Background: an optimization exercise with open tools, aiming at small area and a short achievable clock period. Do not read the settings as production practice. Only simulation tests tie the RTL to the original design; equivalence was not proved.

==> inputs of lagoon <==
## pe
module pe (
    input wire clk,
    input wire rst,
    input wire [15:0] act,
    input wire [15:0] wgt,
    input wire store,
    input wire reuse,
    input wire [3:0] addr,
    input wire update_out,
    output reg [31:0] out
);
Settings: LEC_CHECK=0, CAP_MARGIN=20, CORE_MARGIN=2, CORE_UTILIZATION=60, PLACE_DENSITY=0.75, SETUP_SLACK_MARGIN=5, SLEW_MARGIN=20, SYNTH_HIERARCHICAL=1; clock period 11.0 ns.
standard.sh (not shown) runs the stock make flow with config.mk's settings and CLKGATE_MAP_FILE= SYNTH_SCRIPT=/design/flow/synth_recipe.tcl, a recipe that flattens the netlist after the stock synthesis.
==> flow/flow/run.sh <==
#!/bin/bash
# Layout flow. Synthesis is the standard synthesis, unchanged. After the floorplan,
# every combinational cell is set to its smallest drive strength (downsize.tcl); the rest
# is the standard layout, with the ports buffered by buf_2 cells and timing repair
# aiming at 6 ns of setup slack, so that it upsizes only the cells the timing needs.
# Each step's full output goes to its own log file in this folder.
set -euo pipefail
here=$(pwd)
bash standard.sh synth > synth.log 2>&1
bash standard.sh floorplan > floorplan.log 2>&1
odb=$(ls $here/orfs/results/*/pe/base/2_floorplan.odb)
DS_ODB=$odb openroad -no_init -exit flow/downsize.tcl > downsize.log 2>&1
bash standard.sh 'BUFFER_PORTS_ARGS=-buffer_cell sky130_fd_sc_hd__buf_2' SETUP_SLACK_MARGIN=6 finish > layout.log 2>&1
==> flow/flow/downsize.tcl <==
# Set every combinational standard cell to the smallest drive strength of the same
# function; timing repair later in the flow upsizes the cells that need it.
# Flip-flops, tap cells and port buffers are left alone.
set odb_file $::env(DS_ODB)
read_db $odb_file
set db [ord::get_db]
set block [ord::get_db_block]
set skip {dfxtp dfxbp dfrtp dfrbp dfstp dfsbp edfxtp sdfxtp tapvpwrvgnd conb clkbuf clkinv}
set n 0
foreach inst [$block getInsts] {
  set m [$inst getMaster]
  set name [$m getName]
  if {![regexp {^sky130_fd_sc_hd__(\w+)_(\d+)$} $name -> base drive]} { continue }
  if {[lsearch -exact $skip $base] >= 0} { continue }
  set best ""
  set best_area [expr {[$m getWidth] * [$m getHeight]}]
  foreach d {0 1 2} {
    if {$d >= $drive} { break }
    set cand [$db findMaster "sky130_fd_sc_hd__${base}_$d"]
    if {$cand eq "NULL" || $cand eq ""} { continue }
    set a [expr {[$cand getWidth] * [$cand getHeight]}]
    if {$a < $best_area} { set best $cand; set best_area $a }
  }
  if {$best ne ""} {
    $inst swapMaster $best
    incr n
  }
}
puts "downsized $n instances"
write_db $odb_file
==> inputs of sierra, as changes to lagoon <==
--- a/flow/design.v
+++ b/flow/design.v
@@ -466,11 +466,11 @@
     pe_cpa cpa (.a(row_a), .b(row_b), .s(acc_next));
     always @(posedge clk) begin
         bm_r <= bsel;
         one <= one_d;
         two <= two_d;
-        neg <= {8{~rst}} & {act[15], act[13], act[11], act[9], act[7], act[5], act[3], act[1]};
+        neg <= {act[15], act[13], act[11], act[9], act[7], act[5], act[3], act[1]};
         accg <= {32{keep}} & acc_next;
         if (rst) begin
             r1 <= 16'd0;
             r2 <= 16'd0;
             r3 <= 16'd0;
==> flow/flow/run.sh (replaced) <==
#!/bin/bash
# Layout flow: the standard synthesis unchanged; after the floorplan every
# combinational cell is set to its smallest drive strength (downsize.tcl), then the standard flow's
# standard layout continues, with timing repair upsizing what the timing needs.
set -euo pipefail
here=$(pwd)
bash standard.sh synth > synth.log 2>&1
bash standard.sh floorplan > floorplan.log 2>&1
odb=$(ls $here/orfs/results/*/pe/base/2_floorplan.odb)
DS_ODB=$odb openroad -no_init -exit flow/downsize.tcl > downsize.log 2>&1
bash standard.sh 'BUFFER_PORTS_ARGS=-buffer_cell sky130_fd_sc_hd__buf_2' SETUP_SLACK_MARGIN=6 'CTS_ARGS=-sink_clustering_enable -repair_clock_nets -dont_use_dummy_load -buf_list sky130_fd_sc_hd__clkbuf_8 -sink_buffer_max_cap_derate 0.5' finish > layout.log 2>&1
==> inputs of xenon, as changes to lagoon <==
==> flow/flow/run.sh (replaced) <==
#!/bin/bash
# Layout flow. Synthesis is the standard synthesis, unchanged. After the floorplan,
# every combinational cell is set to its smallest drive strength (downsize.tcl); the rest
# is the standard layout, with the ports buffered by buf_2 cells and timing repair
# aiming at 6 ns of setup slack, so that it upsizes only the cells the timing needs.
# After the global-route repair, recover.tcl sets cells back to smaller drive strengths
# where that does not lower the worst setup slack (recover_hook.tcl).
# Each step's full output goes to its own log file in this folder.
set -euo pipefail
here=$(pwd)
bash standard.sh synth > synth.log 2>&1
bash standard.sh floorplan > floorplan.log 2>&1
odb=$(ls $here/orfs/results/*/pe/base/2_floorplan.odb)
DS_ODB=$odb openroad -no_init -exit flow/downsize.tcl > downsize.log 2>&1
bash standard.sh 'BUFFER_PORTS_ARGS=-buffer_cell sky130_fd_sc_hd__buf_2' SETUP_SLACK_MARGIN=6 POST_GLOBAL_ROUTE_TCL=$here/flow/recover_hook.tcl finish > layout.log 2>&1
==> flow/flow/recover.tcl (new file) <==
# Area recovery after timing repair: try each combinational cell at a smaller drive
# strength, least critical first, and keep the change only if the worst setup slack
# does not drop below what repair reached.
proc pe_recover_area {} {
  set db [ord::get_db]
  set block [ord::get_db_block]
  set wns0 [sta::worst_slack_cmd max]
  set floor [expr {$wns0 - 0.005e-9}]
  set cands {}
  foreach inst [$block getInsts] {
    set name [[$inst getMaster] getName]
    if {![regexp {^sky130_fd_sc_hd__(\w+)_(\d+)$} $name -> base drive]} { continue }
    if {[regexp {^(dfxtp|dfxbp|dfrtp|dfrbp|dfstp|dfsbp|edfxtp|sdfxtp|tapvpwrvgnd|conb|clkbuf|clkinv|clkdlybuf4s50|decap|fill)} $base]} { continue }
    if {$drive <= 1} { continue }
    set pin_slack 1.0
    foreach it [$inst getITerms] {
      if {[$it isOutputSignal]} {
        set p [get_pins -quiet [$inst getName]/[[$it getMTerm] getName]]
        if {$p ne ""} { set pin_slack [get_property $p slack_max] }
      }
    }
    lappend cands [list $pin_slack $inst $base $drive]
  }
  set cands [lsort -real -decreasing -index 0 $cands]
  set n 0
  foreach c $cands {
    lassign $c s inst base drive
    set orig [[$inst getMaster] getName]
    foreach d {0 1 2 4 6 8} {
      if {$d >= $drive} { break }
      set m [$db findMaster "sky130_fd_sc_hd__${base}_$d"]
      if {$m eq "NULL" || $m eq ""} { continue }
      replace_cell [$inst getName] "sky130_fd_sc_hd__${base}_$d"
      estimate_parasitics -placement
      if {[sta::worst_slack_cmd max] >= $floor} { incr n; break }
      replace_cell [$inst getName] $orig
      estimate_parasitics -placement
    }
  }
  puts "area recovery: downsized $n of [llength $cands] cells, worst slack [sta::worst_slack_cmd max] (was $wns0)"
}
==> flow/flow/recover_hook.tcl (new file) <==
# POST_GLOBAL_ROUTE hook: area recovery (recover.tcl) after the global-route timing
# repair, with the nets of resized cells routed again incrementally.
source [file join [file dirname [info script]] recover.tcl]
global_route -start_incremental
pe_recover_area
global_route -end_incremental
estimate_parasitics -global_routing
report_worst_slack -max -digits 3
write_guides $::env(RESULTS_DIR)/route.guide
==> notes <==
- Count of clock-buffer cells in the layout is the same in xenon and lagoon.
- The highest sequential share of layout area belongs to xenon, the lowest to lagoon.
- In sierra the first-iteration DRC count is lower than in lagoon, by about 11%.
- The highest core utilization belongs to lagoon, the lowest to xenon.
- xenon ran to the end with violations: capacitance limit, slew limit. sierra completed without violations. lagoon passed the timing, DRC and antenna checks.
- In lagoon the via count is higher than in sierra, by about 0.33%.
- Between xenon and lagoon, the lower worst setup slack is in xenon (gap 250 ps).
- Maximum frequency: lagoon > sierra > xenon.
- Against lagoon, the die area of sierra is lower by about 0.25%.
- Of sierra and xenon, sierra has the higher hold slack (gap 2.2 ps).
==> figures <==
quantity	lagoon	xenon	sierra
Initial Util	60.85%	60.85%	60.69%
Met2 routed wirelength	20.76 mm	20.42 mm	20.55 mm
Final worst path period share	47.15%	49.41%	48.29%
End point of the critical path	out[17]$_SDFFE_PP0P_	out[23]$_SDFFE_PP0P_	out[30]$_SDFFE_PP0P_
Routed length on met3	5.026 mm	5.074 mm	5.056 mm
Result of the run	complete, no violations	complete, but fails checks	complete, no violations
Layout check failures	-	capacitance limit, slew limit	-
FF-to-FF End	out[17]$_SDFFE_PP0P_	out[23]$_SDFFE_PP0P_	out[30]$_SDFFE_PP0P_
Share of synthesized area spent on multiplexers	5.396%	5.396%	5.410%
Register fraction of the total cell area	20.26%	21.33%	20.46%
Final standard cell area without fillers	17,280 sq um	16,410 sq um	16,960 sq um
Grt met2 use	49.90%	49.90%	49.50%
Syn-to-layout area delta	9.579%	4.071%	7.837%
Library cell contributing the largest single delay on the critical path	fa_1	fa_1	fa_2
Synth Area in Compound Gates	20.45%	20.45%	20.50%
Synthesized Nets	1,661	1,661	1,646
Mean instance size in the synthesized netlist	11.38 sq um	11.38 sq um	11.48 sq um
Detailed-routing iteration count for the pre-antenna-repair pass	7	14	7
Final Net Count	1,773	1,773	1,761

## afterwards: timing with drivers on the ports
How much do the figures lean on ideal ports? The routed layouts below were timed once more, with nothing changed but the port constraints.
Step 1, drivers: a clkbuf_16 drives clk and a buf_2 each remaining input, both assumed.
Step 2 moves the port delays by t, midway between the first and last clock arrival at a register: inputs arrive t later, outputs are due t later. That takes back most of the time a late clock gives input paths.
Slacks: ideal ports / drivers / drivers and shift; pairs: ideal ports / drivers.
run	t (ns)	setup WS [ns]	worst setup path after step 2	clock arrival spread, ns	cell pins on the clock port's net
lagoon	0.487	5.814 / 5.814 / 5.814	register to register	0.018 / 0.018	1
sierra	0.507	5.688 / 5.688 / 5.688	register to register	0.050 / 0.050	1
xenon	0.482	5.565 / 5.564 / 5.564	register to register	0.026 / 0.026	1
For xenon, which loses most, drivers alone change the setup slack by -0.001 ns; drivers and shift together by -0.001 ns.
